This is an optimization exercise on Yosys and OpenROAD, whose aim is small area, a short achievable clock period and few clock cycles per item, not a production implementation. At most, simulation tests tie the RTL to the original design; equivalence was not proved.

==> module exponential, before the edit <==
module exponential(input clk, rst, start, input [15:0] x,
                   output done, output [1:0] intpart, output [15:0] fracpart);
  reg  [8:1]  s;           
  wire        idle = ~|s;
  reg  [15:0] u;
  reg  [17:0] r;
  reg  [7:0]  xone, xtwo, xneg;    
  reg         x15;
  always @(posedge clk or posedge rst)
    if (rst) s <= 8'b0;
    else     s <= {s[7:1], idle & start};
  assign done = idle;
  function ge(input [15:0] v, input [15:0] k);
    integer i;
    reg q;
    begin
      q = 1'b1;
      for (i = 0; i < 16; i = i + 1)
        q = k[i] ? (v[i] & q) : (v[i] | q);
      ge = q;
    end
  endfunction
  function [23:0] enc(input [15:0] v);
    integer i;
    reg [16:0] e;
    reg [7:0] o, t, n;
    begin
      e = {v, 1'b0};
      for (i = 0; i < 8; i = i + 1) begin
        o[i] = e[2*i+1] ^ e[2*i];
        t[i] = (e[2*i+2] & ~e[2*i+1] & ~e[2*i]) | (~e[2*i+2] & e[2*i+1] & e[2*i]);
        n[i] = e[2*i+2];
      end
      enc = {o, t, n};
    end
  endfunction
  wire [7:0] eone, etwo, eneg;
  assign {eone, etwo, eneg} = enc(x);
  wire [11:0] g;
  assign g[0] = ge(x, 16'd46904);
  assign g[1] = ge(x, 16'd51031);
  assign g[2] = ge(x, 16'd53627);
  assign g[3] = ge(x, 16'd55899);
  assign g[4] = ge(x, 16'd57544);
  assign g[5] = ge(x, 16'd58980);
  assign g[6] = ge(x, 16'd60309);
  assign g[7] = ge(x, 16'd61357);
  assign g[8] = ge(x, 16'd62481);
  assign g[9] = ge(x, 16'd63365);
  assign g[10] = ge(x, 16'd64192);
  assign g[11] = ge(x, 16'd64957);
  reg [17:0] r0;
  always @* begin
    casez (g)
      12'b1???????????: r0 = 18'h0FFFF + 18'd13;
      12'b01??????????: r0 = 18'h0FFFF + 18'd12;
      12'b001?????????: r0 = 18'h0FFFF + 18'd11;
      12'b0001????????: r0 = 18'h0FFFF + 18'd10;
      12'b00001???????: r0 = 18'h0FFFF + 18'd8;
      12'b000001??????: r0 = 18'h0FFFF + 18'd7;
      12'b0000001?????: r0 = 18'h0FFFF + 18'd6;
      12'b00000001????: r0 = 18'h0FFFF + 18'd5;
      12'b000000001???: r0 = 18'h0FFFF + 18'd4;
      12'b0000000001??: r0 = 18'h0FFFF + 18'd3;
      12'b00000000001?: r0 = 18'h0FFFF + 18'd2;
      12'b000000000001: r0 = 18'h0FFFF + 18'd1;
      default:          r0 = 18'h0FFFF;
    endcase
  end
  wire [15:0] t0 = |x[15:1] ? x - 16'd2 : 16'd0;
  localparam [23:0] E5 = enc(16'h5555), E3 = enc(16'h3333), E2 = enc(16'h2AAA);
  wire [7:0] one = xone, two = xtwo, neg = xneg;
  wire       d8  = x15;
  wire [15:0] b = u;
  wire [15:0] hi;
  mul16hi mul(.b(b), .one(one), .two(two), .neg(neg), .d8(d8), .hi(hi));
  wire [17:0] sum = r + {2'b0, b};
  always @(posedge clk) begin
    {xone, xtwo, xneg} <= s[2] ? E5 : s[5] ? E3 : s[7] ? E2 : {eone, etwo, eneg};
    x15 <= ~(s[2] | s[5] | s[7]) & x[15];
    if (idle & start) begin
      u <= t0;
      r <= r0;
    end else if (~idle) begin
      u <= s[1] ? {1'b0, hi[15:1]} : s[4] ? {2'b0, hi[15:2]} : hi;
      if (s[1] | s[2] | s[4] | s[5] | s[7]) r <= sum;
    end
  end
  assign {intpart, fracpart} = sum;
endmodule
export LEC_CHECK = 0
export CAP_MARGIN = 20
export CORE_MARGIN = 2
export CORE_UTILIZATION = 40
export SETUP_SLACK_MARGIN = 3
export SLEW_MARGIN = 20
create_clock -name core_clock -period 9.0 [get_ports {clk}]
run.sh (not shown) runs the stock make flow with config.mk's settings and CLKGATE_MAP_FILE= SYNTH_SCRIPT=/design/flow/synth_recipe.tcl, a recipe that flattens the netlist after the stock synthesis.
Then changed:
--- a/flow/design.v
+++ b/flow/design.v
@@ -360,14 +360,11 @@
   mul16hi mul(.b(b), .one(one), .two(two), .neg(neg), .d8(d8), .hi(hi));
   wire [17:0] sum = r + {2'b0, b};
+  wire nxt_idle = s[8] | (idle & ~start);
   always @(posedge clk) begin
-    {xone, xtwo, xneg} <= s[2] ? E5 : s[5] ? E3 : s[7] ? E2 : {eone, etwo, eneg};
-    x15 <= ~(s[2] | s[5] | s[7]) & x[15];
-    if (idle & start) begin
-      u <= t0;
-      r <= r0;
-    end else if (~idle) begin
-      u <= s[1] ? {1'b0, hi[15:1]} : s[4] ? {2'b0, hi[15:2]} : hi;
-      if (s[1] | s[2] | s[4] | s[5] | s[7]) r <= sum;
-    end
+    {xone, xtwo, xneg} <= s[2] ? E5 : s[5] ? E3 : s[7] ? E2 : nxt_idle ? 24'b0 : {eone, etwo, eneg};
+    x15 <= nxt_idle | (~(s[2] | s[5] | s[7]) & x[15]);
+    u <= (idle & start) ? t0 : s[1] ? {1'b0, hi[15:1]} : s[4] ? {2'b0, hi[15:2]} : hi;
+    if (idle & start) r <= r0;
+    else if (s[1] | s[2] | s[4] | s[5] | s[7]) r <= sum;
   end
   assign {intpart, fracpart} = sum;
Register-to-register slack gets worse by 0.03 ns. Cell count climbs by 2.2%. Setup slack gets better by 0.12 ns. Hold slack gets better by 0.0054 ns. Routed wire length climbs by 6.2%. Flip-flop and latch count stays the same. Clock skew is about the same. Core utilization drops by 2.0 points.
Function was not checked in any run of this note: the RTL went through the layout flow alone.


Setup of before:
Another version of the RTL of exponential (not shown whole).
Size: roughly 67 flip-flops.
clock: 9.0 ns
lec_check: 0
cap_margin: 20
core_margin: 2
core_utilization: 60
setup_slack_margin: 3.2
slew_margin: 20
Input changes introduced in after (baseline for comparison: before):
diff --git a/flow/design.v b/flow/design.v
--- a/flow/design.v
+++ b/flow/design.v
@@ -270,57 +270,26 @@
   assign n255 = (n147 ^ n196) ^ n197;
   assign n256 = (n147 & n196) | ((n147 ^ n196) & n197);
   assign n257 = (n149 ^ n198) ^ n199;
   assign n258 = (n149 & n198) | ((n149 ^ n198) & n199);
   assign n259 = (n150 ^ n200) ^ n201;
   assign n260 = (n150 & n200) | ((n150 ^ n200) & n201);
   assign n261 = (p8[14] ^ n202) ^ n203;
   assign n262 = (p8[14] & n202) | ((p8[14] ^ n202) & n203);
   assign n263 = (nn[7] ^ p8[15]) ^ n204;
   assign n264 = (nn[7] & p8[15]) | ((nn[7] ^ p8[15]) & n204);
   wire [31:0] ra = {n262, n260, n258, n256, n254, n252, n250, n248, n246, n244, n242, n240, n238, n236, n234, n232, n230, n228, n226, n224, n222, n220, n218, n216, n214, n212, n210, n208, n206, ng[1], pp0[1], pp0[0]};
   wire [31:0] rb = {n263, n261, n259, n257, n255, n253, n251, n249, n247, n245, n243, n241, n239, n237, n235, n233, n231, n229, n227, n225, n223, n221, n219, n217, n215, n213, n211, n209, n207, n205, 1'b0, ng[0]};
-  wire [15:0] gl = ra[15:0] & rb[15:0], pl = ra[15:0] | rb[15:0];
-  wire cg1 = gl[1] | (pl[1] & gl[0]);
-  wire cp1 = pl[1] & pl[0];
-  wire cg2 = gl[3] | (pl[3] & gl[2]);
-  wire cp2 = pl[3] & pl[2];
-  wire cg3 = gl[5] | (pl[5] & gl[4]);
-  wire cp3 = pl[5] & pl[4];
-  wire cg4 = gl[7] | (pl[7] & gl[6]);
-  wire cp4 = pl[7] & pl[6];
-  wire cg5 = gl[9] | (pl[9] & gl[8]);
-  wire cp5 = pl[9] & pl[8];
-  wire cg6 = gl[11] | (pl[11] & gl[10]);
-  wire cp6 = pl[11] & pl[10];
-  wire cg7 = gl[13] | (pl[13] & gl[12]);
-  wire cp7 = pl[13] & pl[12];
-  wire cg8 = gl[15] | (pl[15] & gl[14]);
-  wire cp8 = pl[15] & pl[14];
-  wire cg9 = cg2 | (cp2 & cg1);
-  wire cp9 = cp2 & cp1;
-  wire cg10 = cg4 | (cp4 & cg3);
-  wire cp10 = cp4 & cp3;
-  wire cg11 = cg6 | (cp6 & cg5);
-  wire cp11 = cp6 & cp5;
-  wire cg12 = cg8 | (cp8 & cg7);
-  wire cp12 = cp8 & cp7;
-  wire cg13 = cg10 | (cp10 & cg9);
-  wire cp13 = cp10 & cp9;
-  wire cg14 = cg12 | (cp12 & cg11);
-  wire cp14 = cp12 & cp11;
-  wire cg15 = cg14 | (cp14 & cg13);
-  wire cp15 = cp14 & cp13;
-  wire c16 = cg15;
-  assign hi = ra[31:16] + rb[31:16] + {15'b0, c16};
+  wire [31:0] s = ra + rb;
+  assign hi = s[31:16];
 endmodule
 module exponential(input clk, rst, start, input [15:0] x,
                    output done, output [1:0] intpart, output [15:0] fracpart);
   reg  [8:1]  s;           
   wire        idle = ~|s;
   reg  [15:0] u;
   reg  [17:0] r;
   reg  [7:0]  xone, xtwo, xneg;    
   reg         x15;
   always @(posedge clk or posedge rst)
     if (rst) s <= 8'b0;
     else     s <= {s[7:1], idle & start};
No run among after and before stopped early or left any final violation; all are clean.
The global-route usage over all layers number comes out lower for after vs before.
Summary: shortest period the worst path allows, after better than before
after vs. before: number of non-clock inverters in the layout went down by 7.
before was larger in final cell area than after.
Delta (after minus before): final core utilization now smaller; met1 usage now smaller.
Per the comparison of after with before, stage delay of the slowest cell on the critical path has increased, final worst-path setup slack has increased.
The run showing the greater basic-gate share of the synthesized area counting and, or, nand and nor cells is before.
Per the comparison of after with before, number of global-route vias before repair has decreased, count of antenna diodes in the layout has increased.
Worst hold slack (higher): before
Testbench counts of after, summed over its fixed seeds: cycles 72,000, items 8,000.
No functional check of the RTL was part of before.

what the ideal ports hide:
The flow's constraints put no driver on any port. The routed layouts listed below were extracted and timed again, unchanged, in two steps.
Step 1 sets driving cells, clkbuf_16 on the clock port and buf_2 on the other inputs (assumed; they add their load-dependent delay and slew).
Step 2, shift: input delay + t, output delay - t, t = (earliest + latest rising clock arrival at the registers) / 2. This alone moves slack from input paths to output paths.
Slacks: ideal / step 1 / step 2; pairs: ideal / step 1.
run | t (ns) | setup slack, ns | hold WS [ns] | worst setup path at the end | cell pins on the clock port's net
the first run of note 1 | 0.358 | 3.205 / 3.168 / 3.348 | 0.368 / 0.368 / 0.368 | register to register | 1
the second run of note 1 | 0.382 | 3.324 / 3.324 / 3.324 | 0.373 / 0.373 / 0.373 | register to register | 1
before | 0.383 | 3.339 / 3.339 / 3.339 | 0.381 / 0.381 / 0.381 | register to register | 1
after | 0.381 | 3.446 / 3.446 / 3.446 | 0.374 / 0.374 / 0.374 | register to register | 1
After both steps setup and hold are still met in every run listed.
